Context: an optimization exercise on an open-source flow, tuned for small area, a short achievable clock period and few clock cycles. The choices shown serve that exercise and are no tape-out recipe.
At most, simulation tests tie the RTL to the original design; equivalence was not proved.
No functional check of the RTL was part of runs 3 to 6.

## design/flow/flow/run.sh

```bash
#!/bin/bash
# The standard layout, except:
# - synthesis maps all the logic with the ABC script flow/area.abc, in place
#   of ORFS's area script and without first mapping adders to full/half-adder
#   cells (ADDER_MAP_FILE empty); otherwise synth_recipe.tcl unchanged;
# - plain buf_1 cells as the port buffers;
# - timing repair aiming at 56.2 ns of setup slack.
set -euo pipefail
W=$PWD
cat > "$W/flow_synth.tcl" <<TCL
proc abc {args} {
  set i [lsearch -exact \$args -script]
  if {\$i >= 0} { lset args [expr {\$i + 1}] $W/flow/area.abc }
  yosys abc {*}\$args
}
source $W/synth_recipe.tcl
TCL
bash standard.sh "SYNTH_SCRIPT=$W/flow_synth.tcl" ADDER_MAP_FILE= "BUFFER_PORTS_ARGS=-buffer_cell sky130_fd_sc_hd__buf_1" SETUP_SLACK_MARGIN=56.2 finish > standard.log 2>&1
```

## design/flow/flow/area.abc

```
strash
dc2
dch -f
amap
topo
stime -c
buffer -c
upsize -c
dnsize -c
```

## design/flow/standard.sh

```bash
#!/bin/bash
# synth_recipe.tcl (not shown) runs the flow's synth.tcl, then flattens the netlist and writes it again
# the make line also repeats each setting of config.mk as NAME=value (left out here)
make -C /OpenROAD-flow-scripts/flow DESIGN_CONFIG=/design/flow/config.mk WORK_HOME=/design/flow/orfs CLKGATE_MAP_FILE= SYNTH_SCRIPT=/design/flow/synth_recipe.tcl "${@:-finish}"
```

## design/flow/config.mk

```make
export PLATFORM = sky130hd
export DESIGN_NAME = BAS
export DESIGN_NICKNAME = BAS
export VERILOG_FILES = /design/flow/design.v
export SDC_FILE = /design/flow/constraint.sdc
export NUM_CORES = 8
export LEC_CHECK = 0
export ABC_AREA = 1
export CAP_MARGIN = 20
export CORE_MARGIN = 2
export CORE_UTILIZATION = 45
export SLEW_MARGIN = 20
```

## design/flow/constraint.sdc

```tcl
create_clock -name core_clock -period 72.0 [get_ports {clk}]
set_input_delay 14.4000 -clock core_clock [delete_from_list [all_inputs] [get_ports {clk}]]
set_output_delay 14.4000 -clock core_clock [all_outputs]
set_load 0.01 [all_outputs]
```

## design/flow/design.v

```verilog
module Bfloat16_add(input [15:0] c, input [15:0] d, output [15:0] sum);
    wire cbig = c[14:0] >= d[14:0];
    wire [15:0] b = cbig ? c : d;
    wire [15:0] s = cbig ? d : c;
    wire [7:0] ed = b[14:7] - s[14:7];
    wire [7:0] ns = (ed[7:3] != 5'd0) ? 8'd0 : ({1'b1, s[6:0]} >> ed[2:0]);
    wire [7:0] nb = {1'b1, b[6:0]};
    wire sub = c[15] ^ d[15];
    wire [8:0] r = sub ? {1'b0, nb} - {1'b0, ns} : {1'b0, nb} + {1'b0, ns};
    reg [2:0] pos;
    always @(*) begin
        casez (r[7:1])
            7'b1??????: pos = 3'd0;
            7'b01?????: pos = 3'd1;
            7'b001????: pos = 3'd2;
            7'b0001???: pos = 3'd3;
            7'b00001??: pos = 3'd4;
            7'b000001?: pos = 3'd5;
            7'b0000001: pos = 3'd6;
            default:    pos = 3'd7;
        endcase
    end
    wire [7:0] sh = r[7:0] << pos;
    wire [15:0] addres = r[8] ? {b[15], b[14:7] + 8'd1, r[7:1]} : {b[15], b[14:7], r[6:0]};
    wire [15:0] subres = (r[7:0] == 8'd0) ? 16'd0 :
                         {b[15], b[14:7] - {5'd0, pos}, (pos == 3'd7) ? 7'd0 : sh[6:0]};
    assign sum = sub ? subres : addres;
endmodule
module bf_addpos(input [14:0] c, input [14:0] d, output [14:0] sum);
    wire cbig = c >= d;
    wire [14:0] b = cbig ? c : d;
    wire [14:0] s = cbig ? d : c;
    wire [7:0] ed = b[14:7] - s[14:7];
    wire [7:0] ns = (ed[7:3] != 5'd0) ? 8'd0 : ({1'b1, s[6:0]} >> ed[2:0]);
    wire [8:0] r = {2'b01, b[6:0]} + {1'b0, ns};
    assign sum = r[8] ? {b[14:7] + 8'd1, r[7:1]} : {b[14:7], r[6:0]};
endmodule
module bf_add_slow(input [15:0] c, input [15:0] d, input byp, output [15:0] sum);
    wire [15:0] cmpc;
    assign cmpc[0] = 1'b1;
    genvar k;
    generate for (k = 0; k < 15; k = k + 1) begin : cm
        assign cmpc[k+1] = (c[k] & ~d[k]) | (c[k] & cmpc[k]) | (~d[k] & cmpc[k]);
    end endgenerate
    wire cbig = cmpc[15] | byp;
    wire [15:0] b = cbig ? c : d;
    wire [15:0] s = cbig ? d : c;
    wire [7:0] ed; wire edc;
    radd8 r1(b[14:7], ~s[14:7], 1'b1, ed, edc);
    wire [7:0] ns = (byp || ed[7:3] != 5'd0) ? 8'd0 : ({1'b1, s[6:0]} >> ed[2:0]);
    wire [7:0] nb = {1'b1, b[6:0]};
    wire sub = c[15] ^ d[15];
    wire [7:0] rr; wire rco;
    radd8 r2(nb, sub ? ~ns : ns, sub, rr, rco);
    wire [8:0] r = {rco & !sub, rr};
    reg [2:0] pos;
    always @(*) begin
        casez (r[7:1])
            7'b1??????: pos = 3'd0;
            7'b01?????: pos = 3'd1;
            7'b001????: pos = 3'd2;
            7'b0001???: pos = 3'd3;
            7'b00001??: pos = 3'd4;
            7'b000001?: pos = 3'd5;
            7'b0000001: pos = 3'd6;
            default:    pos = 3'd7;
        endcase
    end
    wire [7:0] sh = r[7:0] << pos;
    wire [7:0] einc, edec; wire ic, dc;
    radd8 r3(b[14:7], 8'd0, 1'b1, einc, ic);
    radd8 r4(b[14:7], ~{5'd0, pos}, 1'b1, edec, dc);
    wire [15:0] addres = r[8] ? {b[15], einc, r[7:1]} : {b[15], b[14:7], r[6:0]};
    wire [15:0] subres = (r[7:0] == 8'd0) ? 16'd0 :
                         {b[15], edec, (pos == 3'd7) ? 7'd0 : sh[6:0]};
    assign sum = sub ? subres : addres;
endmodule
module radd8(input [7:0] a, input [7:0] b, input ci, output [7:0] s, output co);
    wire [8:0] c;
    assign c[0] = ci;
    genvar k;
    generate for (k = 0; k < 8; k = k + 1) begin : rc
        assign s[k] = a[k] ^ b[k] ^ c[k];
        assign c[k+1] = (a[k] & b[k]) | (a[k] & c[k]) | (b[k] & c[k]);
    end endgenerate
    assign co = c[8];
endmodule
module Bfloat16_mul(input [15:0] a, input [15:0] b, output [15:0] product);
    wire [15:0] fp;
    mant_mul m(a[6:0], b[6:0], fp);
    wire [7:0] m8 = fp[15] ? fp[15:8] : fp[14:7];
    wire rb = fp[15] ? fp[7] : fp[6];
    wire [7:0] rm; wire rc;
    radd8 r1(m8, 8'd0, rb, rm, rc);
    wire [7:0] e0, ex; wire c0, c1;
    radd8 r2(a[14:7], b[14:7], fp[15], e0, c0);
    radd8 r3(e0, 8'd129, rc, ex, c1);
    wire sg = a[15] ^ b[15];
    assign product = (a[14:0] == 15'd0 || b[14:0] == 15'd0) ? 16'd0 :
                     (a[14:7] == 8'd255 || b[14:7] == 8'd255) ? {sg, 8'd255, 7'd0} :
                     {sg, ex, rc ? 7'd0 : rm[6:0]};
endmodule
module bf_sq(input [14:0] a, output [14:0] product);
    wire [15:0] fp;
    mant_sq m(a[6:0], fp);
    wire [7:0] m8 = fp[15] ? fp[15:8] : fp[14:7];
    wire rb = fp[15] ? fp[7] : fp[6];
    wire [8:0] rm = {1'b0, m8} + {8'd0, rb};
    wire [7:0] ex = {a[13:7], fp[15]} + 8'd129 + {7'd0, rm[8]};
    assign product = (a == 15'd0) ? 15'd0 :
                     (a[14:7] == 8'd255) ? {8'd255, 7'd0} :
                     {ex, rm[8] ? 7'd0 : rm[6:0]};
endmodule
module bf_dbl(input [15:0] a, output [15:0] y);
    assign y = (a[14:0] == 15'd0) ? 16'd0 :
               (a[14:7] == 8'd255) ? {a[15], 8'd255, 7'd0} :
               {a[15], a[14:7] + 8'd1, a[6:0]};
endmodule
module mant_mul(input [6:0] a, input [6:0] b, output [15:0] p);
    wire t1 = (a[0] & b[6]) ^ (a[1] & b[5]);
    wire t2 = (a[0] & b[6]) & (a[1] & b[5]);
    wire t3 = a[0] ^ (a[1] & b[6]) ^ (a[2] & b[5]);
    wire t4 = (a[0] & (a[1] & b[6])) | (a[0] & (a[2] & b[5])) | ((a[1] & b[6]) & (a[2] & b[5]));
    wire t5 = (a[3] & b[4]) ^ (a[4] & b[3]);
    wire t6 = (a[3] & b[4]) & (a[4] & b[3]);
    wire t7 = a[1] ^ (a[2] & b[6]) ^ (a[3] & b[5]);
    wire t8 = (a[1] & (a[2] & b[6])) | (a[1] & (a[3] & b[5])) | ((a[2] & b[6]) & (a[3] & b[5]));
    wire t9 = (a[4] & b[4]) ^ (a[5] & b[3]);
    wire t10 = (a[4] & b[4]) & (a[5] & b[3]);
    wire t11 = a[2] ^ (a[3] & b[6]) ^ (a[4] & b[5]);
    wire t12 = (a[2] & (a[3] & b[6])) | (a[2] & (a[4] & b[5])) | ((a[3] & b[6]) & (a[4] & b[5]));
    wire t13 = (a[0] & b[4]) ^ (a[1] & b[3]);
    wire t14 = (a[0] & b[4]) & (a[1] & b[3]);
    wire t15 = (a[0] & b[5]) ^ (a[1] & b[4]) ^ (a[2] & b[3]);
    wire t16 = ((a[0] & b[5]) & (a[1] & b[4])) | ((a[0] & b[5]) & (a[2] & b[3])) | ((a[1] & b[4]) & (a[2] & b[3]));
    wire t17 = (a[3] & b[2]) ^ (a[4] & b[1]);
    wire t18 = (a[3] & b[2]) & (a[4] & b[1]);
    wire t19 = t1 ^ (a[2] & b[4]) ^ (a[3] & b[3]);
    wire t20 = (t1 & (a[2] & b[4])) | (t1 & (a[3] & b[3])) | ((a[2] & b[4]) & (a[3] & b[3]));
    wire t21 = (a[4] & b[2]) ^ (a[5] & b[1]) ^ (a[6] & b[0]);
    wire t22 = ((a[4] & b[2]) & (a[5] & b[1])) | ((a[4] & b[2]) & (a[6] & b[0])) | ((a[5] & b[1]) & (a[6] & b[0]));
    wire t23 = t2 ^ t3 ^ t5;
    wire t24 = (t2 & t3) | (t2 & t5) | (t3 & t5);
    wire t25 = (a[5] & b[2]) ^ (a[6] & b[1]) ^ b[0];
    wire t26 = ((a[5] & b[2]) & (a[6] & b[1])) | ((a[5] & b[2]) & b[0]) | ((a[6] & b[1]) & b[0]);
    wire t27 = t4 ^ t6 ^ t7;
    wire t28 = (t4 & t6) | (t4 & t7) | (t6 & t7);
    wire t29 = t9 ^ (a[6] & b[2]) ^ b[1];
    wire t30 = (t9 & (a[6] & b[2])) | (t9 & b[1]) | ((a[6] & b[2]) & b[1]);
    wire t31 = t8 ^ t10 ^ t11;
    wire t32 = (t8 & t10) | (t8 & t11) | (t10 & t11);
    wire t33 = (a[5] & b[4]) ^ (a[6] & b[3]) ^ b[2];
    wire t34 = ((a[5] & b[4]) & (a[6] & b[3])) | ((a[5] & b[4]) & b[2]) | ((a[6] & b[3]) & b[2]);
    wire t35 = t12 ^ a[3] ^ (a[4] & b[6]);
    wire t36 = (t12 & a[3]) | (t12 & (a[4] & b[6])) | (a[3] & (a[4] & b[6]));
    wire t37 = (a[5] & b[5]) ^ (a[6] & b[4]) ^ b[3];
    wire t38 = ((a[5] & b[5]) & (a[6] & b[4])) | ((a[5] & b[5]) & b[3]) | ((a[6] & b[4]) & b[3]);
    wire t39 = a[4] ^ (a[5] & b[6]) ^ (a[6] & b[5]);
    wire t40 = (a[4] & (a[5] & b[6])) | (a[4] & (a[6] & b[5])) | ((a[5] & b[6]) & (a[6] & b[5]));
    wire t41 = (a[0] & b[3]) ^ (a[1] & b[2]);
    wire t42 = (a[0] & b[3]) & (a[1] & b[2]);
    wire t43 = t13 ^ (a[2] & b[2]) ^ (a[3] & b[1]);
    wire t44 = (t13 & (a[2] & b[2])) | (t13 & (a[3] & b[1])) | ((a[2] & b[2]) & (a[3] & b[1]));
    wire t45 = t14 ^ t15 ^ t17;
    wire t46 = (t14 & t15) | (t14 & t17) | (t15 & t17);
    wire t47 = t16 ^ t18 ^ t19;
    wire t48 = (t16 & t18) | (t16 & t19) | (t18 & t19);
    wire t49 = t20 ^ t22 ^ t23;
    wire t50 = (t20 & t22) | (t20 & t23) | (t22 & t23);
    wire t51 = t24 ^ t26 ^ t27;
    wire t52 = (t24 & t26) | (t24 & t27) | (t26 & t27);
    wire t53 = t28 ^ t30 ^ t31;
    wire t54 = (t28 & t30) | (t28 & t31) | (t30 & t31);
    wire t55 = t32 ^ t34 ^ t35;
    wire t56 = (t32 & t34) | (t32 & t35) | (t34 & t35);
    wire t57 = t36 ^ t38 ^ t39;
    wire t58 = (t36 & t38) | (t36 & t39) | (t38 & t39);
    wire t59 = t40 ^ a[5] ^ (a[6] & b[6]);
    wire t60 = (t40 & a[5]) | (t40 & (a[6] & b[6])) | (a[5] & (a[6] & b[6]));
    wire t61 = (a[0] & b[2]) ^ (a[1] & b[1]);
    wire t62 = (a[0] & b[2]) & (a[1] & b[1]);
    wire t63 = t41 ^ (a[2] & b[1]) ^ (a[3] & b[0]);
    wire t64 = (t41 & (a[2] & b[1])) | (t41 & (a[3] & b[0])) | ((a[2] & b[1]) & (a[3] & b[0]));
    wire t65 = t42 ^ t43 ^ (a[4] & b[0]);
    wire t66 = (t42 & t43) | (t42 & (a[4] & b[0])) | (t43 & (a[4] & b[0]));
    wire t67 = t44 ^ t45 ^ (a[5] & b[0]);
    wire t68 = (t44 & t45) | (t44 & (a[5] & b[0])) | (t45 & (a[5] & b[0]));
    wire t69 = t46 ^ t47 ^ t21;
    wire t70 = (t46 & t47) | (t46 & t21) | (t47 & t21);
    wire t71 = t48 ^ t49 ^ t25;
    wire t72 = (t48 & t49) | (t48 & t25) | (t49 & t25);
    wire t73 = t50 ^ t51 ^ t29;
    wire t74 = (t50 & t51) | (t50 & t29) | (t51 & t29);
    wire t75 = t52 ^ t53 ^ t33;
    wire t76 = (t52 & t53) | (t52 & t33) | (t53 & t33);
    wire t77 = t54 ^ t55 ^ t37;
    wire t78 = (t54 & t55) | (t54 & t37) | (t55 & t37);
    wire t79 = t56 ^ t57 ^ b[4];
    wire t80 = (t56 & t57) | (t56 & b[4]) | (t57 & b[4]);
    wire t81 = t58 ^ t59 ^ b[5];
    wire t82 = (t58 & t59) | (t58 & b[5]) | (t59 & b[5]);
    wire t83 = t60 ^ a[6] ^ b[6];
    wire t84 = (t60 & a[6]) | (t60 & b[6]) | (a[6] & b[6]);
    wire [15:0] r0 = {1'b0, t84, t82, t80, t78, t76, t74, t72, t70, t68, t66, t64, t62, t61, (a[0] & b[1]), (a[0] & b[0])};
    wire [15:0] r1 = {1'b0, 1'b1, t83, t81, t79, t77, t75, t73, t71, t69, t67, t65, t63, (a[2] & b[0]), (a[1] & b[0]), 1'b0};
    wire [16:0] cy;
    assign cy[0] = 1'b0;
    genvar k;
    generate for (k = 0; k < 16; k = k + 1) begin : rc
        assign p[k] = r0[k] ^ r1[k] ^ cy[k];
        assign cy[k+1] = (r0[k] & r1[k]) | (r0[k] & cy[k]) | (r1[k] & cy[k]);
    end endgenerate
endmodule
module mant_sq(input [6:0] a, output [15:0] p);
    wire t1 = a[0] ^ (a[1] & a[6]);
    wire t2 = a[0] & (a[1] & a[6]);
    wire t3 = (a[0] & a[5]) ^ (a[1] & a[4]);
    wire t4 = (a[0] & a[5]) & (a[1] & a[4]);
    wire t5 = (a[0] & a[6]) ^ (a[1] & a[5]);
    wire t6 = (a[0] & a[6]) & (a[1] & a[5]);
    wire t7 = t1 ^ (a[2] & a[5]) ^ (a[3] & a[4]);
    wire t8 = (t1 & (a[2] & a[5])) | (t1 & (a[3] & a[4])) | ((a[2] & a[5]) & (a[3] & a[4]));
    wire t9 = t2 ^ a[1] ^ (a[2] & a[6]);
    wire t10 = (t2 & a[1]) | (t2 & (a[2] & a[6])) | (a[1] & (a[2] & a[6]));
    wire t11 = a[2] ^ (a[3] & a[6]) ^ (a[4] & a[5]);
    wire t12 = (a[2] & (a[3] & a[6])) | (a[2] & (a[4] & a[5])) | ((a[3] & a[6]) & (a[4] & a[5]));
    wire t13 = (a[0] & a[3]) ^ (a[1] & a[2]);
    wire t14 = (a[0] & a[3]) & (a[1] & a[2]);
    wire t15 = (a[0] & a[4]) ^ (a[1] & a[3]);
    wire t16 = (a[0] & a[4]) & (a[1] & a[3]);
    wire t17 = t3 ^ (a[2] & a[3]) ^ a[3];
    wire t18 = (t3 & (a[2] & a[3])) | (t3 & a[3]) | ((a[2] & a[3]) & a[3]);
    wire t19 = t4 ^ t5 ^ (a[2] & a[4]);
    wire t20 = (t4 & t5) | (t4 & (a[2] & a[4])) | (t5 & (a[2] & a[4]));
    wire t21 = t6 ^ t7 ^ a[4];
    wire t22 = (t6 & t7) | (t6 & a[4]) | (t7 & a[4]);
    wire t23 = t8 ^ t9 ^ (a[3] & a[5]);
    wire t24 = (t8 & t9) | (t8 & (a[3] & a[5])) | (t9 & (a[3] & a[5]));
    wire t25 = t10 ^ t11 ^ a[5];
    wire t26 = (t10 & t11) | (t10 & a[5]) | (t11 & a[5]);
    wire t27 = t12 ^ a[3] ^ (a[4] & a[6]);
    wire t28 = (t12 & a[3]) | (t12 & (a[4] & a[6])) | (a[3] & (a[4] & a[6]));
    wire t29 = a[4] ^ (a[5] & a[6]) ^ a[6];
    wire t30 = (a[4] & (a[5] & a[6])) | (a[4] & a[6]) | ((a[5] & a[6]) & a[6]);
    wire [15:0] r0 = {1'b0, a[6], t30, t28, t26, t24, t22, t20, t18, t16, t14, t13, (a[0] & a[2]), (a[0] & a[1]), 1'b0, a[0]};
    wire [15:0] r1 = {1'b0, 1'b1, a[5], t29, t27, t25, t23, t21, t19, t17, t15, a[2], 1'b0, a[1], 1'b0, 1'b0};
    wire [16:0] cy;
    assign cy[0] = 1'b0;
    genvar k;
    generate for (k = 0; k < 16; k = k + 1) begin : rc
        assign p[k] = r0[k] ^ r1[k] ^ cy[k];
        assign cy[k+1] = (r0[k] & r1[k]) | (r0[k] & cy[k]) | (r1[k] & cy[k]);
    end endgenerate
endmodule
module fitness_lin(input [15:0] x, input [15:0] y, output [15:0] u, output [15:0] v);
    wire [15:0] x2, y2, s1, s2;
    bf_dbl d1(y, y2);
    bf_dbl d2(x, x2);
    Bfloat16_add a1(x, y2, s1);
    Bfloat16_add a2(x2, y, s2);
    Bfloat16_add a3(s1, 16'hC0E0, u);
    Bfloat16_add a4(s2, 16'hC0A0, v);
endmodule
module fitness_sq(input [15:0] u, input [15:0] v, output [14:0] f);
    wire [14:0] u2, v2;
    bf_sq q1(u[14:0], u2);
    bf_sq q2(v[14:0], v2);
    bf_addpos a1(u2, v2, f);
endmodule
module twin_lfsr(input clk, input reset, input step, input [8:0] seed1, input [8:0] seed2,
                 output [15:0] n1, output [15:0] n2);
    reg [8:0] N1, N2;
    always @(posedge clk) begin
        if (reset) begin
            N1 <= seed1;
            N2 <= seed2;
        end else if (step) begin
            N1 <= {N1[7], N1[6], N1[5] ^ N1[8], N1[8], N1[0], N1[4], N1[3] ^ N1[0], N1[2], N1[1]};
            N2 <= {N2[7], N2[6], N2[5] ^ N2[8], N2[8], N2[0], N2[4], N2[3] ^ N2[0], N2[2], N2[1]};
        end
    end
    assign n1 = {N1[8], 5'b01111, N1[7], 1'b1, 1'b0, N1[6:0]};
    assign n2 = {N2[8], 5'b01111, N2[7], 1'b1, 1'b0, N2[6:0]};
endmodule
module BAS(input clk, input reset, input [8:0]count, input [8:0]seed1, input [8:0]seed2, input [15:0]xi, input [15:0]yi, input [15:0]P, input [15:0]E, output [15:0]xo, output [15:0]yo, output [15:0]fo, output [31:0]clk_cnt, output reg done);
    reg [15:0] x, y, p, e;
    reg [14:0] f;
    reg [8:0] cnt, itc;
    reg [2:0] ph;
    reg ini, run;
    wire ph0 = ph == 3'd0, ph1 = ph == 3'd1, ph2 = ph == 3'd2;
    wire ph3 = ph == 3'd3, ph4 = ph == 3'd4, ph5 = ph == 3'd5;
    wire [15:0] dx, dy;
    twin_lfsr lfsr(clk, reset, ph1, seed1, seed2, dx, dy);
    wire useE = ph0 | ph1;
    wire useY = ph5 | ph1;
    wire [15:0] ma = useE ? e : p;
    wire [15:0] d = useY ? dy : dx;
    wire [15:0] mp;
    Bfloat16_mul m1(ma, {d[15] & !useE, d[14:0]}, mp);
    reg [15:0] opa, opb, opc;
    reg q1, q2, q3, i1, i2, i3;
    reg [14:0] f3;
    reg [15:0] x1, y1;
    reg sg, acc0;
    wire le = f3 <= f;
    wire fin = q3 & ph0;                 
    wire upd = fin & (sg ? le : acc0);   
    wire last = (itc + 9'd1 == cnt);
    wire [15:0] xs = upd ? x1 : x;
    wire [15:0] ys = upd ? y1 : y;
    wire flip = (ph1 & (p[14:0] != 15'd0)) | ((ph3 | (ph5 & sg)) & (e[14:0] != 15'd0));
    wire [15:0] ox = (ph0 | ph1) ? opa : opc;
    wire [15:0] sx = {ox[15] ^ flip, ox[14:0]};
    wire [15:0] sy = {opb[15] ^ flip, opb[14:0]};
    wire [15:0] ax, ay;
    bf_add_slow a1(xs, sx, ini, ax);
    bf_add_slow a2(ys, sy, ini, ay);
    wire issue = run & (ph0 | ph1 | ph2 | ph3);
    wire [15:0] u, v;
    fitness_lin lin(x1, y1, u, v);
    reg [15:0] u2, v2;
    wire [14:0] fs;
    fitness_sq sq(u2, v2, fs);
    always @(posedge clk) begin
        if (ph4) opa <= mp;
        if (ph0) opc <= mp;
        if (ph5 | ph1) opb <= mp;
        x1 <= ax;
        y1 <= ay;
        u2 <= u;
        v2 <= v;
        f3 <= fs;
        if (ph3) sg <= !(f3 > fs);
        if (ph5) acc0 <= le;
        if (reset) begin
            x <= xi;
            y <= yi;
            p <= P;
            e <= E;
            cnt <= count;
            itc <= 9'd0;
            ph <= 3'd4;
            ini <= 1'b1;
            run <= count != 9'd0;
            done <= 1'b0;
            q1 <= 1'b0;
            q2 <= 1'b0;
            q3 <= 1'b0;
            i1 <= 1'b0;
            i2 <= 1'b0;
            i3 <= 1'b0;
        end else begin
            ini <= 1'b0;
            q1 <= issue;
            q2 <= q1;
            q3 <= q2;
            i1 <= ini;
            i2 <= i1;
            i3 <= i2;
            ph <= ph5 ? 3'd0 : ph + 3'd1;
            if (i3) begin
                f <= f3;
                if (!run) done <= 1'b1;
            end
            if (q3 && (ph5 && !sg || ph0 && sg) && le) f <= f3;
            if (fin) begin
                x <= xs;
                y <= ys;
                itc <= itc + 9'd1;
                if (last) begin
                    done <= 1'b1;
                    run <= 1'b0;
                end
            end
        end
    end
    assign xo = x;
    assign yo = y;
    assign fo = {1'b0, f};
    assign clk_cnt = {23'd0, itc};
endmodule
```

==> results.cfg, run 1 <==
[status]
outcome = complete, no violations

[floorplanning]
io_pins = 174
start_util_pct = 45.6
die_y_um = 235
dieArea_sq_um = 55300
die_w_um = 235
rows = 84
coreArea_sq_um = 52700

[yosys]
synth_seq_cells = 254
netlist.area_leader.share_pct = 19.6
synthArstFlopShare_pct = 0
synth.yosys.seq_area_share_pct = 27.7
synthAdderAreaFrac_pct = 0
synth_mux_area_share_pct = 0
synth_cells = 3671
syn_area_sq_um = 24000
synth_top_family_by_area = compound AO/OA/AOI/OAI gates
ys_types = 88
ys.flop_type = edfxtp_1
yosys.area_share.simple_pct = 27.5
synthTopCellsByArea = edfxtp_1 (20%), nor2_1 (12%), o22ai_1 (8.1%)
synth_edf_count = 157
yosysWarnings = 4
synth_xor_area_share_pct = 0.146
avgSynthCellArea_sq_um = 6.55
post-synth-top-area-cell = edfxtp_1
synth-compound-area-share_pct = 36.1

[routing]
drt_iter0_drc = 2092
route.vias.total = 26475
wire_per_inst_um = 15.9
drc_errors = 0
vias_per_cell = 5.76
ant_nets = 0
first_pass_iters = 7
totalWireLength_um = 73300

[placed_design]
hpwlAfterDp_um = 55600
dp_slack_ps = 55280
place.gp.congestion = 0.905
portBuffers = 149
post_dp_cell_area_sq_um = 25200

[sta]
fin_crit_sh_pct = 21.7
fin_ws_ps = 56350
worstMarginPinSlew_ps = 987
clock.fmax_mhz = 63.9
finalSetupTns_ps = 0
setup_viol = 0
rsz0062_at_grt = yes
finalMaxSlewViolations = 0
relSlewSlack_pct = 34.0
finalHoldViolCount = 0
period_needed_ps = 15650
fin_skew_ps = 23.1

[clock_tree]
h-tree-depth = 1
numCtsBuffers = 28
cts_tree = yes
path_clk_slew_ps = 60
clk_path_buf_depth = 3
cts.sinks = 254
root_buffer = clkbuf_16
clk_latency_ps = 560

[setup_path]
critical_path_class = input port to register
crit_path_start_kind = input port
crit_required_ps = 72240
cpPeakStageDelay_ps = 550
slowest_stage = clkbuf_4
cp_cell_sequence = clkbuf_4, inv_1, o21ai_1, buf_4
r2r_cells = 104
cp.arrival_ps = 15890
crit_fanout = 60
worstSetupEndpointType = register

[grt]
grt_max_degree = 88
grt_usage_pct = 24.6
grt_pass1_wl_um = 115000
first_global_vias = 22991
grt_overflow = 0
grt_antenna_before_repair = 0

[run]
cap_violations = 0

[final_layout]
final_area_sq_um = 27400
fin_nets = 3980
drive_gt1_share_pct = 11.3
final_util_pct = 52.1
area_growth_pct = 14.1
diodes = 0
fill_cells = 5341

[worst_hold_path]
hp-class = register to register
hold_depth = 0
-- layer usage --
layer | share of wire, % | routed length (um) | GRT usage [%]
met5 | 0 | 0 | 0
met4 | 2.1 | 1560 | 5.45
met3 | 6.0 | 4410 | 2.98
met2 | 46 | 34000 | 41.2
met1 | 45 | 33300 | 33.7
-- worst max-delay path, delay by kind of cell --
kind | cells | cell delay [ps]
AOI/OAI and AO/OA | 1 | 180
buffers and inverters | 3 | 1280
-- cell usage after synthesis, types with 23 or more instances --
| cell | number |
|---|---|
| edfxtp_1 | 157 |
| nor2_1 | 795 |
| inv_1 | 346 |
| clkbuf_1 | 68 |
| o21ai_1 | 50 |
| a22oi_1 | 32 |
| nor2_2 | 37 |
| or2_2 | 34 |
| a31oi_1 | 32 |
| o221ai_1 | 34 |
| o32ai_1 | 42 |
| o22a_1 | 36 |
| and2_1 | 25 |
| buf_4 | 24 |
| nor3_1 | 83 |
| a211oi_1 | 23 |
| o22ai_1 | 311 |
| a221oi_1 | 23 |
| nor2b_1 | 37 |
| o21a_1 | 29 |
| a21oi_1 | 282 |
| dfxtp_1 | 97 |
| nor4_1 | 27 |
| nand2_1 | 380 |
| inv_2 | 47 |
| o21ai_0 | 329 |
-- area by class of cell --
type	instances	area, sq um	area share [%]
timing repair buffer	267	1450	5.30
inverter	410	1580	5.75
sequential	254	6670	24.3
timing repair inverter	1	5.00	0.0182
multi-input combinational	2925	16000	58.2
clock buffer	34	754	2.75
clock inverter	18	143	0.520
tap	688	861	3.14
-- kinds of logic after synthesis --
| family | count (synthesis) |
|---|---|
| buffers and inverters | 519 |
| DFF | 254 |
| xor gates and xnor gates | 4 |
| AOI/OAI and AO/OA | 1371 |
| other | 1 |
| and+or+nand+nor | 1522 |
-- stage by stage --
| stage | hold WS, ps | cells |
|---|---|---|
| global placement | 416 | 4447 |
| global route | 435 | 4597 |
| CTS | 429 | 4503 |
| detailed placement | 425 | 4447 |
| finish | 431 | 4597 |
| floorplan | 408 | 3694 |
-- sequential cells by signal, indices dropped and copies added, names as in the netlist, 3 cells and up --
name and count:
x 16, itc 9, y1 16, opb 16, cnt 9, p 16
opc 16, f3 15, lfsr.N1 9, e 16, ph 3, f 15
v2 15, lfsr.N2 9, opa 16, x1 16, u2 15, y 16
-- placed cells by master, fill, tap and decap left out, drive strengths merged, types with 5 or more instances in the layout --
| master | n |
|---|---|
| a2111oi | 5 |
| a211oi | 23 |
| a21o | 19 |
| a21oi | 285 |
| a221oi | 23 |
| a22o | 14 |
| a22oi | 33 |
| a31o | 5 |
| a31oi | 32 |
| a32o | 6 |
| and2 | 25 |
| and3 | 13 |
| buf | 265 |
| clkbuf | 36 |
| clkinv | 29 |
| clkinvlp | 6 |
| conb | 24 |
| dfxtp | 97 |
| edfxtp | 157 |
| inv | 393 |
| nand2 | 392 |
| nand3 | 22 |
| nand4 | 16 |
| nor2 | 848 |
| nor2b | 38 |
| nor3 | 89 |
| nor4 | 27 |
| o2111ai | 5 |
| o211ai | 17 |
| o21a | 29 |
| o21ai | 395 |
| o21bai | 8 |
| o221ai | 35 |
| o22a | 36 |
| o22ai | 317 |
| o31ai | 13 |
| o32a | 7 |
| o32ai | 46 |
| or2 | 42 |
| or3 | 7 |
-- path summary, 6_finish.rpt --
| path | from | endpoint | slack (ps) |
|---|---|---|---|
| setup / recovery | reset | lfsr.N1[3] | 56350 |
| hold / removal | f3[6] | f[6] | 430 |
| setup reg to reg | y1[7] | u2[5] | 57190 |
| hold reg to reg | f3[6] | f[6] | 430 |
-- timing repair --
action | CTS | global route
gates resized for setup | 8 | 124
gates cloned | 1 | 4
buffers inserted | 3 | 90
pin swaps | 2 | 54
setup endpoints to repair | 69 | 112
hold buffers | 0 | 0
Testbench counts, summed over its fixed seeds: cycles 288,456.
==> inputs of run 2 (changes only) <==
==> design/flow/flow/area.abc (replaced) <==
strash
ifraig
dc2
dch -f
amap
topo
stime -c
buffer -c
upsize -c
dnsize -c
==> results.cfg, run 2 <==
[final_layout]
diodes = 0
fin_cells = 4536
final_common_cell = nor2_1
drive_gt1_share_pct = 12.4
final_area_sq_um = 27400
final_util_pct = 52.1
fin_nets = 3918
final_cell_mix = nor2_1 (780), nand2_1 (348), inv_1 (342), o21ai_0 (304), o22ai_1 (303)
area_growth_pct = 14.2

[yosys]
synthAdderAreaFrac_pct = 0
avgSynthCellArea_sq_um = 6.64
synth_seq_cells = 254
ys.flop_type = edfxtp_1
synth.yosys.seq_area_share_pct = 27.7
synthArstFlopShare_pct = 0
synth_top_family_by_area = compound AO/OA/AOI/OAI gates
synth-compound-area-share_pct = 36.2
post-synth-top-area-cell = edfxtp_1
ys_types = 105
synth_mux_area_share_pct = 0
netlist.area_leader.share_pct = 19.6
synth_edf_count = 157
synth_most_common_cell = nor2_1
synth_xor_area_share_pct = 0.0365
yosysWarnings = 4
syn_area_sq_um = 24000
synth_cells = 3612
synth_common_cells = nor2_1 (791), nand2_1 (351), inv_1 (346)
yosys.area_share.simple_pct = 27.2
synthTopCellsByArea = edfxtp_1 (20%), nor2_1 (12%), dfxtp_1 (8.1%)

[setup_path]
cp.arrival_ps = 1250
cp_cell_sequence = buf_1
cpPeakStageDelay_ps = 500
r2r_start = x1[7]
crit_family = flip-flops
cp-startpoint = x[9]
slowest_stage = edfxtp_1
worstSetupEndpointType = primary output
critical_path_class = register to primary output
crit_fanout = 2
crit_required_ps = 57600
critPathBufInv = 1
crit_path_start_kind = register

[routing]
ant_nets = 0
totalWireLength_um = 73000
drc_errors = 0
drt_iter0_drc = 1894
wire_per_inst_um = 16.1
route.vias.total = 25873
vias_per_cell = 5.70
first_pass_iters = 6

[clock_tree]
clk_path_buf_depth = 3
h-tree-depth = 1
cts.sinks = 254
root_buffer = clkbuf_16
path_clk_slew_ps = 60
holdBufCountCts = 0
clk_latency_ps = 580
cts_tree = yes
numCtsBuffers = 30

[grt]
grt_max_degree = 82
grtUsageMet1_pct = 32.8
grt_overflow = 0
grt_pass1_wl_um = 115000
use_met2_pct = 42.2
grt_usage_pct = 24.6
grt_antenna_before_repair = 0
grtUsageMet3_pct = 2.44
first_global_vias = 23020
grt.busiest_layer = met2

[floorplanning]
start_util_pct = 45.6
die_y_um = 235
rows = 84
coreArea_sq_um = 52700
dieArea_sq_um = 55200
die_w_um = 235
io_pins = 174

[placed_design]
dp_cells = 4395
portBuffers = 149
post_dp_cell_area_sq_um = 25200
hpwlAfterDp_um = 55300
place.gp.congestion = 0.891

[worst_hold_path]
hp-class = register to register
min_from = i1

[sta]
worstMarginPinSlew_ps = 1050
relSlewSlack_pct = 30.2
setup_viol = 0
finalMaxSlewViolations = 0
finalHoldViolCount = 0
fin_skew_ps = 14.5
period_needed_ps = 15650
fin_crit_sh_pct = 21.7
rsz0062_at_grt = no
clock.fmax_mhz = 63.9
finalSetupTns_ps = 0

[run]
cap_violations = 0

[status]
outcome = complete, no violations
==> run 2: cell types whose count changed after synthesis, moves of 9 or more <==
cell,delta
nor3_1,+9
nand2_1,-29
o21ai_1,-19
a21oi_1,+13
o21ai_0,-13
clkbuf_1,-20
a21oi_2,+13
==> run 2: worst paths after layout <==
path | endpoint | slack, ps | cells after the start
worst max-delay path | xo[9] | 56350 | 1
worst min-delay path | i2 | 430 | 1
worst max register to register | v2[13] | 57140 | 105
worst min register to register | i2 | 430 | 1
==> run 2: cell families (layout without fill, tap and decap cells) <==
kind of cell              Yosys count  after routing
buffers and inverters             511            722
and+or+nand+nor                  1495           1496
xor gates and xnor gates            1              1
AOI/OAI and AO/OA                1350           1351
DFF                               254            254
other                               1             24
==> run 2: area by class of cell <==
cell class                 count  area (sq um)
clock buffer                  42           878
clock inverter                13           130
fill                        5316         25200
inverter                     410          1570
multi-input combinational   2872         15900
sequential                   254          6670
tap                          688           861
timing repair buffer         255          1410
timing repair inverter         2          10.0
==> run 2: timing repair <==
item	4_1_cts	5_1_grt
gates resized for setup	10	128
buffers inserted	3	79
gates cloned	2	2
pin swaps	2	41
setup endpoints to repair	56	43
==> run 2: routing by layer <==
metal	routed length (um)	vias up
met5	0	-
met4	1830	0
met3	3630	106
met2	34800	628
met1	32800	11680
li1	-	13459
==> run 2: per-stage QoR <==
stage | hold WS (ps) | worst slack, ps
floorplan | 408 | 56380
global placement | 414 | 55420
detailed placement | 421 | 55450
CTS | 433 | 56230
global route | 441 | 55860
finish | 433 | 56350
==> inputs of run 3 (changes only) <==
--- a/design/flow/design.v
+++ b/design/flow/design.v
@@ -259,6 +259,6 @@
     Bfloat16_add a1(x, y2, s1);
     Bfloat16_add a2(x2, y, s2);
-    Bfloat16_add a3(s1, 16'hC0E0, u);
-    Bfloat16_add a4(s2, 16'hC0A0, v);
+    bf_addk #(7'h60) a3(s1, u);      
+    bf_addk #(7'h20) a4(s2, v);      
 endmodule
 module fitness_sq(input [15:0] u, input [15:0] v, output [14:0] f);
@@ -268,4 +268,31 @@
     bf_addpos a1(u2, v2, f);
 endmodule
+module bf_addk #(parameter [6:0] MK = 7'h60) (input [15:0] a, output [15:0] sum);
+    localparam [7:0] NK = {1'b1, MK};
+    wire s = a[15];
+    wire [7:0] e = a[14:7];
+    wire [7:0] n = {1'b1, a[6:0]};
+    wire abig = a[14:0] >= {8'd129, MK};
+    wire [7:0] sha = e - 8'd129;
+    wire [7:0] nka = (sha[7:3] != 5'd0) ? 8'd0 : (NK >> sha[2:0]);
+    wire [7:0] shb = 8'd129 - e;
+    wire [7:0] nab = (shb[7:3] != 5'd0) ? 8'd0 : (n >> shb[2:0]);
+    wire [7:0] nb = abig ? n : NK;
+    wire [7:0] ns = abig ? nka : nab;
+    wire [7:0] eb = abig ? e : 8'd129;
+    wire sb = abig ? s : 1'b1;
+    wire sub = !s;
+    wire [8:0] r = sub ? {1'b0, nb} - {1'b0, ns} : {1'b0, nb} + {1'b0, ns};
+    wire z4 = r[7:4] == 4'd0;
+    wire [7:0] n4 = z4 ? {r[3:0], 4'd0} : r[7:0];
+    wire z2 = n4[7:6] == 2'd0;
+    wire [7:0] n2 = z2 ? {n4[5:0], 2'd0} : n4;
+    wire z1 = !n2[7];
+    wire [7:0] sh = z1 ? {n2[6:0], 1'b0} : n2;
+    wire [2:0] pos = {z4, z2, z1};
+    wire [15:0] addres = r[8] ? {sb, eb + 8'd1, r[7:1]} : {sb, eb, r[6:0]};
+    wire [15:0] subres = (r[7:0] == 8'd0) ? 16'd0 : {sb, eb - {5'd0, pos}, sh[6:0]};
+    assign sum = sub ? subres : addres;
+endmodule
 module twin_lfsr(input clk, input reset, input step, input [8:0] seed1, input [8:0] seed2,
                  output [15:0] n1, output [15:0] n2);
@@ -298,6 +325,6 @@
     wire [15:0] d = useY ? dy : dx;
     wire [15:0] mp;
-    Bfloat16_mul m1(ma, {d[15] & !useE, d[14:0]}, mp);
-    reg [15:0] opa, opb, opc;
+    Bfloat16_mul m1(ma, {1'b0, d[14:0]}, mp);
+    reg [14:0] opa, opb, opc;            
     reg q1, q2, q3, i1, i2, i3;
     reg [14:0] f3;
@@ -310,8 +337,10 @@
     wire [15:0] xs = upd ? x1 : x;
     wire [15:0] ys = upd ? y1 : y;
-    wire flip = (ph1 & (p[14:0] != 15'd0)) | ((ph3 | (ph5 & sg)) & (e[14:0] != 15'd0));
-    wire [15:0] ox = (ph0 | ph1) ? opa : opc;
-    wire [15:0] sx = {ox[15] ^ flip, ox[14:0]};
-    wire [15:0] sy = {opb[15] ^ flip, opb[14:0]};
+    wire pe = ph0 | ph1;
+    wire nz = pe ? (p[14:0] != 15'd0) : (e[14:0] != 15'd0);
+    wire neg = ph1 | ph3 | (ph5 & sg);
+    wire [14:0] ox = pe ? opa : opc;
+    wire [15:0] sx = {nz & ((pe ? p[15] ^ dx[15] : e[15]) ^ neg), ox};
+    wire [15:0] sy = {nz & ((pe ? p[15] ^ dy[15] : e[15]) ^ neg), opb};
     wire [15:0] ax, ay;
     bf_add_slow a1(xs, sx, ini, ax);
@@ -324,7 +353,7 @@
     fitness_sq sq(u2, v2, fs);
     always @(posedge clk) begin
-        if (ph4) opa <= mp;
-        if (ph0) opc <= mp;
-        if (ph5 | ph1) opb <= mp;
+        if (ph4) opa <= mp[14:0];
+        if (ph0) opc <= mp[14:0];
+        if (ph5 | ph1) opb <= mp[14:0];
         x1 <= ax;
         y1 <= ay;
==> results.cfg, run 3 <==
[yosys]
synth_common_cells = nor2_1 (812), nand2_1 (368), inv_1 (349)
syn_area_sq_um = 24000
avgSynthCellArea_sq_um = 6.62
post-synth-top-area-cell = edfxtp_1
synth_edf_count = 154
ys.flop_type = edfxtp_1
synth_cells = 3631
synth_most_common_cell = nor2_1
synth.yosys.seq_area_share_pct = 27.3
yosysWarnings = 4
synthTopCellsByArea = edfxtp_1 (19%), nor2_1 (13%), dfxtp_1 (8.1%)
ys_types = 105
synthArstFlopShare_pct = 0
synth_seq_cells = 251
netlist.area_leader.share_pct = 19.2

[floorplanning]
die_y_um = 235
die_w_um = 235
io_pins = 174
dieArea_sq_um = 55300
coreArea_sq_um = 52700
start_util_pct = 45.6
rows = 84

[clock_tree]
path_clk_slew_ps = 70
h-tree-depth = 1
clk_latency_ps = 580
clk_path_buf_depth = 3
root_buffer = clkbuf_16
cts_tree = yes
numCtsBuffers = 29
cts.sinks = 251

[sta]
worstMarginPinSlew_ps = 1020
finalHoldViolCount = 0
rsz0062_at_grt = yes
finalSetupTns_ps = 0
relSlewSlack_pct = 31.2
fin_skew_ps = 22.9
period_needed_ps = 15660
fin_crit_sh_pct = 21.7
finalMaxSlewViolations = 0
setup_viol = 0
clock.fmax_mhz = 63.9

[final_layout]
fin_nets = 3886
fin_cells = 4504
fill_cells = 5412
diodes = 0
area_growth_pct = 11.7
final_common_cell = nor2_1
final_cell_mix = nor2_1 (801), nand2_1 (366), inv_1 (347), o21ai_0 (319), a21oi_1 (298)
drive_gt1_share_pct = 9.49

[grt]
grt_overflow = 0
first_global_vias = 22852
grt_antenna_before_repair = 0
grt_pass1_wl_um = 116000
grt_max_degree = 80
grt_usage_pct = 24.9

[setup_path]
worstSetupEndpointType = primary output
cp.arrival_ps = 1260
cp_cell_sequence = buf_1
r2r_cells = 91
cp-startpoint = x[1]
r2r_slack_ps = 57380
crit_path_end = xo[1]
crit_family = flip-flops
slowest_stage = edfxtp_1
crit_path_start_kind = register
crit_required_ps = 57600
critical_path_class = register to primary output
r2r-end = u2[10]
cpPeakStageDelay_ps = 430
cp.depth = 1
crit_fanout = 2
critPathBufInv = 1
r2r_start = y1[9]

[status]
outcome = complete, no violations

[routing]
route.vias.total = 25937
ant_nets = 0
vias_per_cell = 5.76
wire_per_inst_um = 16.3
drt_iter0_drc = 2344
drc_errors = 0
totalWireLength_um = 73400
first_pass_iters = 6

[run]
cap_violations = 0

[placed_design]
portBuffers = 149
dp_cells = 4419
hpwlAfterDp_um = 56700
place.gp.congestion = 0.922

[worst_hold_path]
hp-class = register to register
-- run 3: repair_timing --
| action | CTS | global route |
|---|---|---|
| hold buffers | 0 | 0 |
| buffers inserted | 0 | 27 |
| pin swaps | 0 | 14 |
| gates resized for setup | 1 | 67 |
| endpoints found under the setup margin | 15 | 55 |
| gates cloned | 0 | 4 |
-- run 3: cell families (layout without fill, tap and decap cells) --
group | Yosys count | in the layout | synth area share (%)
compound gates | 1372 | 1374 | 36.7
xor+xnor | 1 | 1 | 0.0364
buf+inv | 509 | 669 | 9.01
flops | 251 | 251 | 27.3
other cells | 1 | 24 | 0.0156
simple gates | 1497 | 1497 | 26.9
-- run 3: layout make-up --
cell class | count | area [sq um] | share of cell area, %
Clock inverter | 23 | 357 | 1.33
Tap cell | 688 | 861 | 3.21
Timing Repair Buffer | 206 | 995 | 3.71
Sequential cell | 251 | 6570 | 24.5
Multi-Input combinational cell | 2896 | 15800 | 58.7
Inverter | 407 | 1560 | 5.82
Clock buffer | 31 | 743 | 2.77
Timing Repair inverter | 2 | 10.0 | 0.0373
-- run 3: per-stage QoR --
stage          utilization, %  hold slack [ps]  setup WS [ps]  instance area, sq um
4_1_cts                  49.9              436          56220                 26300
5_1_grt                  51.0              446          55930                 26800
6_report                 51.0              434          56340                 26800
3_3_place_gp             47.8              415          55420                 25200
2_1_floorplan               -              408          56200                 24100
3_5_place_dp             47.8              422          55400                 25200
-- run 3: worst register-to-register path, delay by kind of cell, from the launching register on --
family,cells,cell delay [ps]
buffers and inverters,16,1770
flip-flops,1,480
AND/OR/NAND/NOR,41,6560
AO/OA/AOI/OAI,34,5650
-- run 3: worst min path at each step --
stage          endpoint  depth (start not counted)   start
4_1_cts              i2                          1      i1
6_report             i2                          1      i1
3_5_place_dp         i2                          1      i1
2_1_floorplan     f[12]                          0  f3[12]
3_3_place_gp       f[6]                          0   f3[6]
5_1_grt            f[9]                          0   f3[9]
-- run 3: per-layer routing --
metal	part of all wire [%]	GRT usage, %	vias to the layer above
met2	47	42.1	659
met1	46	34.5	11781
met5	0	0	-
met3	5.4	2.38	95
li1	-	-	13402
met4	2.2	5.68	0
==> inputs of run 4 (changes only) <==
--- a/design/flow/config.mk
+++ b/design/flow/config.mk
@@ -9,4 +9,4 @@
 export CAP_MARGIN = 20
 export CORE_MARGIN = 2
-export CORE_UTILIZATION = 45
+export CORE_UTILIZATION = 60
 export SLEW_MARGIN = 20
==> results.cfg, run 4 <==
[yosys]
synth_seq_cells = 251
synth.yosys.seq_area_share_pct = 27.3
ys.flop_type = edfxtp_1
ys_types = 105
synthTopCellsByArea = edfxtp_1 (19%), nor2_1 (13%), dfxtp_1 (8.1%)
synth_cells = 3631
syn_area_sq_um = 24000
synth_common_cells = nor2_1 (812), nand2_1 (368), inv_1 (349)
netlist.area_leader.share_pct = 19.2
avgSynthCellArea_sq_um = 6.62
synth_most_common_cell = nor2_1
synth_edf_count = 154
synthArstFlopShare_pct = 0
yosysWarnings = 4
post-synth-top-area-cell = edfxtp_1

[setup_path]
cp_cell_sequence = buf_1
cp.arrival_ps = 1200
crit_path_end = xo[7]
crit_fanout = 2
r2r_start = y1[7]
critical_path_class = register to primary output
cpPeakStageDelay_ps = 430
slowest_stage = edfxtp_1
r2r_cells = 91
r2r-end = u2[10]
crit_required_ps = 57600
cp-startpoint = x[7]
worstSetupEndpointType = primary output
crit_path_start_kind = register
critPathBufInv = 1
cp.depth = 1
crit_family = flip-flops
r2r_slack_ps = 57050

[routing]
route.vias.total = 27317
vias_per_cell = 6.31
first_pass_iters = 6
wire_per_inst_um = 16.9
drt_iter0_drc = 2848
ant_nets = 0
totalWireLength_um = 73100
drc_errors = 0

[placed_design]
portBuffers = 149
place.gp.congestion = 1.01
hpwlAfterDp_um = 55800

[floorplanning]
rows = 73
dieArea_sq_um = 41700
die_w_um = 204
start_util_pct = 60.6
die_y_um = 204
coreArea_sq_um = 39600
io_pins = 174

[sta]
setup_viol = 0
worstMarginPinSlew_ps = 1060
fin_skew_ps = 21.2
period_needed_ps = 15600
clock.fmax_mhz = 64.1
fin_crit_sh_pct = 21.7
finalHoldViolCount = 0
relSlewSlack_pct = 28.7
finalSetupTns_ps = 0
fin_hold_ws_ps = 434
finalMaxSlewViolations = 0
rsz0062_at_grt = no

[worst_hold_path]
hp-class = register to register
min_from = f3[7]

[final_layout]
final_cell_mix = nor2_1 (801), nand2_1 (366), inv_1 (347), o21ai_0 (320), a21oi_1 (300)
drive_gt1_share_pct = 9.17
fin_nets = 3877
area_growth_pct = 9.59
diodes = 0
final_common_cell = nor2_1
final_util_pct = 66.5
fill_cells = 3622

[clock_tree]
path_clk_slew_ps = 60
clk_path_buf_depth = 3
clk_latency_ps = 580
h-tree-depth = 1
cts_tree = yes
cts.sinks = 251
numCtsBuffers = 27
root_buffer = clkbuf_16

[grt]
use_met2_pct = 57.6
grt.busiest_layer = met2
grt_pass1_wl_um = 115000
first_global_vias = 24059
grt_antenna_before_repair = 0
grtUsageMet1_pct = 43.2
grt_overflow = 0
grt_max_degree = 85
grtUsageMet3_pct = 3.56
grt_usage_pct = 33.2

[status]
outcome = complete, no violations

[run]
cap_violations = 0
## run 4: cell counts after synthesis
Identical to the previous run, type by type.
## run 4: metal layers
metal  part of all wire [%]  vias to the layer above
met1                     42                    12470
met2                     47                     1243
li1                       -                    13394
met4                    3.5                        0
met5                      0                        -
met3                    7.7                      210
## run 4: area by class of cell
type / instances / area (sq um) / share of cell area (%)
clock buffers: 34 / 712 / 2.70
repair inverters: 1 / 5.00 / 0.0190
clock inverters: 16 / 129 / 0.489
repair buffers: 200 / 950 / 3.61
flip-flops and latches: 251 / 6570 / 25.0
well taps: 525 / 657 / 2.49
inverters: 407 / 1560 / 5.93
multi-input cells: 2896 / 15800 / 59.8
## run 4: per-stage QoR
stage | setup slack [ps] | cell area (sq um) | cells
floorplan | 56200 | 24100 | 3654
finish | 56400 | 26300 | 4330
detailed placement | 55200 | 24900 | 4247
global route | 56090 | 26300 | 4330
global placement | 55300 | 24900 | 4247
CTS | 56140 | 25800 | 4298
## run 4: worst min-delay path by stage
stage | to | slack [ps] | depth (start not counted)
2_1_floorplan | f[12] | 410 | 0
3_3_place_gp | i2 | 420 | 1
3_5_place_dp | f[9] | 430 | 0
4_1_cts | f[7] | 440 | 0
5_1_grt | f[7] | 450 | 0
6_report | f[7] | 430 | 0
## run 4: timing repair
item	in CTS	in global routing
hold endpoints to repair	0	0
gates resized for setup	3	72
hold buffers	0	0
pin swaps	0	15
cloned	1	2
setup endpoints to repair	58	150
buffers inserted	0	30
## run 4: kinds of logic after synthesis
logic type	synth area share, %
DFF	27.3
and+or+nand+nor	26.9
buffers and inverters	9.01
AOI/OAI and AO/OA	36.7
xor gates and xnor gates	0.0364
other	0.0156
==> inputs of run 5 (changes only) <==
--- a/design/flow/config.mk
+++ b/design/flow/config.mk
@@ -9,4 +9,5 @@
 export CAP_MARGIN = 20
 export CORE_MARGIN = 2
-export CORE_UTILIZATION = 60
+export CORE_UTILIZATION = 45
+export CTS_BUF_LIST = sky130_fd_sc_hd__clkbuf_8
 export SLEW_MARGIN = 20
==> results.cfg, run 5 <==
[worst_hold_path]
hold_end = i2
min_from = i1
hp-class = register to register
hold_depth = 1

[routing]
vias_per_cell = 5.74
totalWireLength_um = 73700
wire_per_inst_um = 16.2
route.vias.total = 26050
drt_iter0_drc = 2141
ant_nets = 0
first_pass_iters = 6
drc_errors = 0

[sta]
period_needed_ps = 15710
worstMarginPinSlew_ps = 1020
relSlewSlack_pct = 32.0
rsz0062_at_grt = no
fin_crit_sh_pct = 21.8
finalHoldViolCount = 0
clock.fmax_mhz = 63.7
setup_viol = 0
fin_skew_ps = 38.5
finalSetupTns_ps = 0
finalMaxSlewViolations = 0

[yosys]
synth_edf_count = 154
synthArstFlopShare_pct = 0
ys_types = 105
netlist.area_leader.share_pct = 19.2
synth_most_common_cell = nor2_1
synth.yosys.seq_area_share_pct = 27.3
synthTopCellsByArea = edfxtp_1 (19%), nor2_1 (13%), dfxtp_1 (8.1%)
avgSynthCellArea_sq_um = 6.62
yosysWarnings = 4
syn_area_sq_um = 24000
ys.flop_type = edfxtp_1
synth_common_cells = nor2_1 (812), nand2_1 (368), inv_1 (349)
synth_cells = 3631
post-synth-top-area-cell = edfxtp_1
synth_seq_cells = 251

[clock_tree]
clk_latency_ps = 630
numCtsBuffers = 44
h-tree-depth = 2
cts.sinks = 251
path_clk_slew_ps = 60
cts_tree = yes
clk_path_buf_depth = 3
holdBufCountCts = 0
root_buffer = clkbuf_8

[setup_path]
r2r_start = y1[7]
r2r-end = u2[10]
cpPeakStageDelay_ps = 430
crit_required_ps = 57600
slowest_stage = edfxtp_1
critical_path_class = register to primary output
cp.arrival_ps = 1310
crit_path_start_kind = register
r2r_cells = 93
crit_family = flip-flops
worstSetupEndpointType = primary output
crit_fanout = 2
r2r_slack_ps = 57410
cp_cell_sequence = buf_1
critPathBufInv = 1

[floorplanning]
rows = 84
dieArea_sq_um = 55300
io_pins = 174
die_w_um = 235
coreArea_sq_um = 52700
start_util_pct = 45.6
die_y_um = 235

[placed_design]
hpwlAfterDp_um = 56700
dp_cells = 4419
place.gp.congestion = 0.922
portBuffers = 149

[grt]
grt_max_degree = 80
grt_usage_pct = 25.1
grt_antenna_before_repair = 0
grt_pass1_wl_um = 116000
grt_overflow = 0
first_global_vias = 22989

[final_layout]
fin_cells = 4539
final_cell_mix = nor2_1 (799), nand2_1 (366), inv_1 (364), o21ai_0 (319), a21oi_1 (298)
fin_nets = 3908
fill_cells = 5446
area_growth_pct = 11.1
drive_gt1_share_pct = 9.97
diodes = 0
final_common_cell = nor2_1

[status]
outcome = complete, no violations

[run]
cap_violations = 0
==> run 5: cell type report <==
cell class | instances | area [sq um] | share of cell area (%)
clock inverters | 30 | 169 | 0.633
multi-input cells | 2896 | 15800 | 59.0
well taps | 688 | 861 | 3.22
inverters | 407 | 1560 | 5.85
clock buffers | 52 | 716 | 2.68
repair buffers | 213 | 1050 | 3.92
flip-flops and latches | 251 | 6570 | 24.6
repair inverters | 2 | 10.0 | 0.0375
==> run 5: kinds of logic after synthesis <==
family / Yosys count / share of synthesized area (%)
simple gates: 1497 / 26.9
compound gates: 1372 / 36.7
buf+inv: 509 / 9.01
flops: 251 / 27.3
xor+xnor: 1 / 0.0364
other cells: 1 / 0.0156
==> run 5: per-layer routing <==
metal | vias up | global-route usage [%] | part of all wire, %
li1 | 13462 | - | -
met1 | 11699 | 33.9 | 45
met2 | 760 | 41.0 | 46
met3 | 129 | 3.71 | 6.0
met4 | 0 | 8.71 | 3.3
met5 | - | 0 | 0
==> run 5: per-stage QoR <==
| step | utilization [%] | setup slack (ps) | area [sq um] | hold slack [ps] |
|---|---|---|---|---|
| 2_1_floorplan | - | 56200 | 24100 | 408 |
| 3_3_place_gp | 47.8 | 55420 | 25200 | 415 |
| 3_5_place_dp | 47.8 | 55400 | 25200 | 422 |
| 4_1_cts | 49.5 | 56250 | 26100 | 432 |
| 5_1_grt | 50.7 | 56090 | 26700 | 434 |
| 6_report | 50.7 | 56290 | 26700 | 432 |
==> run 5: worst max path at each step <==
stage,start,endpoint,slack [ps],cells past startpoint
5_1_grt,x1[7],v2[13],56090,100
3_5_place_dp,reset,f[0],55400,4
4_1_cts,reset,f[13],56250,4
3_3_place_gp,reset,f[0],55420,4
6_report,x[1],xo[1],56290,1
2_1_floorplan,reset,x[0],56200,3
==> run 5: what timing repair did <==
item	CTS	global route
pin swaps	0	15
gates cloned	0	4
gates resized for setup	1	73
buffers inserted	0	34
endpoints found under the setup margin	15	55
==> inputs of run 6 (changes only) <==
--- a/design/flow/design.v
+++ b/design/flow/design.v
@@ -361,4 +361,5 @@
         v2 <= v;
         f3 <= fs;
+        if (i3 || q3 && (ph5 && !sg || ph0 && sg) && le) f <= f3;
         if (ph3) sg <= !(f3 > fs);
         if (ph5) acc0 <= le;
@@ -389,9 +390,5 @@
             i3 <= i2;
             ph <= ph5 ? 3'd0 : ph + 3'd1;
-            if (i3) begin
-                f <= f3;
-                if (!run) done <= 1'b1;
-            end
-            if (q3 && (ph5 && !sg || ph0 && sg) && le) f <= f3;
+            if (i3 && !run) done <= 1'b1;
             if (fin) begin
                 x <= xs;
--- a/design/flow/config.mk
+++ b/design/flow/config.mk
@@ -9,5 +9,5 @@
 export CAP_MARGIN = 20
 export CORE_MARGIN = 2
-export CORE_UTILIZATION = 45
+export CORE_UTILIZATION = 70
 export CTS_BUF_LIST = sky130_fd_sc_hd__clkbuf_8
 export SLEW_MARGIN = 20
==> results.cfg, run 6 <==
[setup_path]
r2r_slack_ps = 57020
crit_path_start_kind = input port
crit_fanout = 43
crit_required_ps = 72200
critical_path_class = input port to register
r2r_cells = 100
cp.arrival_ps = 15850
worstSetupEndpointType = register

[sta]
clock.fmax_mhz = 63.9
fin_ws_ps = 56350
finalMaxSlewViolations = 0
fin_skew_ps = 52.2
setup_viol = 0
period_needed_ps = 15650
fin_hold_ws_ps = 436
rsz0062_at_grt = yes
worstMarginPinSlew_ps = 1090
finalSetupTns_ps = 0
relSlewSlack_pct = 27.2
finalHoldViolCount = 0
fin_crit_sh_pct = 21.7

[clock_tree]
cts.sinks = 251
cts_tree = yes
h-tree-depth = 2
path_clk_slew_ps = 60
root_buffer = clkbuf_8
holdBufCountCts = 0
clk_latency_ps = 600
numCtsBuffers = 42
clk_path_buf_depth = 3

[routing]
drc_errors = 0
drt_iter0_drc = 3484
first_pass_iters = 9
wire_per_inst_um = 17.6
ant_nets = 0
vias_per_cell = 6.63
route.vias.total = 28502
totalWireLength_um = 75800

[grt]
grt_usage_pct = 40.3
grt_max_degree = 106
grt_pass1_wl_um = 120000
grt_antenna_before_repair = 0
grt_overflow = 0
first_global_vias = 25797

[yosys]
synthTopCellsByArea = edfxtp_1 (20%), nor2_1 (13%), dfxtp_1 (8.2%)
netlist.area_leader.share_pct = 19.5
synth_most_common_cell = nor2_1
post-synth-top-area-cell = edfxtp_1
synth_cells = 3644
synth_edf_count = 154
syn_area_sq_um = 23700
ys.flop_type = edfxtp_1
avgSynthCellArea_sq_um = 6.50
synth_seq_cells = 251
synth.yosys.seq_area_share_pct = 27.7
synth_common_cells = nor2_1 (826), inv_1 (363), nand2_1 (363)
ys_types = 86
yosysWarnings = 4
synthArstFlopShare_pct = 0

[final_layout]
final_cell_mix = nor2_1 (815), inv_1 (367), nand2_1 (359), o21ai_0 (322), a21oi_1 (296)
drive_gt1_share_pct = 9.40
fill_cells = 2425
multi_input_area_sq_um = 15700
fin_nets = 3914
area_growth_pct = 10.8
final_common_cell = nor2_1
final_util_pct = 78.5
diodes = 0
ff_latch_area_sq_um = 6580

[floorplanning]
start_util_pct = 70.9
dieArea_sq_um = 35300
io_pins = 174
die_y_um = 188
die_w_um = 188
rows = 67
coreArea_sq_um = 33400

[placed_design]
place.gp.congestion = 0.987
portBuffers = 149
hpwlAfterDp_um = 55100
dp_slack_ps = 55550

[run]
cap_violations = 0

[worst_hold_path]
hp-class = register to register
hold_depth = 1

[status]
outcome = complete, no violations
==> run 6: kinds of logic after synthesis <==
kind of cell    Yosys count  synth area share (%)
simple gates           1532                  27.9
xor+xnor                  1                0.0370
other cells               1                0.0158
compound gates         1349                  35.9
flops                   251                  27.7
buf+inv                 510                  8.53
==> run 6: worst paths after layout <==
kind / startpoint / end
worst max-delay path: reset / x[11]
worst min-delay path: q1 / q2
worst max register to register: y1[7] / u2[11]
worst min register to register: q1 / q2
==> run 6: stage by stage <==
step,cells,area (sq um)
final,4300,26300
after global routing,4300,26300
after CTS,4260,25500
after detailed placement,4181,24600
after global placement,4181,24600
after floorplan,3667,23800
==> run 6: area by class of cell <==
type	count	share of cell area, %
clock buffers	47	2.46
clock inverters	28	0.806
inverters	406	5.88
multi-input cells	2906	59.6
flip-flops and latches	251	25.1
well taps	448	2.14
repair buffers	212	3.98
repair inverters	2	0.0381
==> run 6: layer usage <==
layer	global-route usage, %	vias up	share of wire, %
met4	21.0	0	5.4
met5	0	-	0
li1	-	13444	-
met1	49.1	12793	37
met3	7.15	378	11
met2	68.3	1887	47
==> run 6: worst max-delay path, cell delays in order <==
cell and delay (ps):
clkbuf_4 470, inv_1 360, nand2_4 560
==> run 6: repair_timing <==
action	4_1_cts	5_1_grt
hold endpoints to repair	0	0
gates resized for setup	7	103
gates cloned	0	2
setup buffers	4	38
setup endpoints to repair	46	86
pin swaps	1	20

==> what the ideal ports hide <==
In the flow no input, the clock included, has a driving cell. The finished layouts below were timed again as built, in two steps. Step 1 assumes that a clkbuf_16 drives the clock port and a buf_2 every other input. Step 2 times the ports against the registers' clock, not the clock port: input delays grow and output delays shrink by t, the midpoint of the rising clock arrivals with the driver on. Three values: ideal ports, drivers, drivers and shift; two values: the first two.
| run | t, ns | setup slack, ns | worst register clock-pin slew, ns | pins driven straight from the clock port |
|---|---|---|---|---|
| run 1 | 0.615 | 56.347 / 56.308 / 55.771 | 0.07 / 0.07 | 1 |
| run 2 | 0.635 | 56.354 / 56.292 / 55.855 | 0.07 / 0.07 | 1 |
| run 3 | 0.633 | 56.340 / 56.279 / 55.779 | 0.07 / 0.07 | 1 |
| run 4 | 0.626 | 56.401 / 56.343 / 55.823 | 0.06 / 0.06 | 1 |
| run 5 | 0.667 | 56.293 / 56.238 / 55.781 | 0.07 / 0.07 | 1 |
| run 6 | 0.624 | 56.350 / 56.338 / 55.737 | 0.08 / 0.08 | 1 |
After both steps setup and hold are still met in every run listed. For run 6, which loses most, drivers alone change the setup slack by -0.012 ns; drivers and shift together by -0.613 ns.
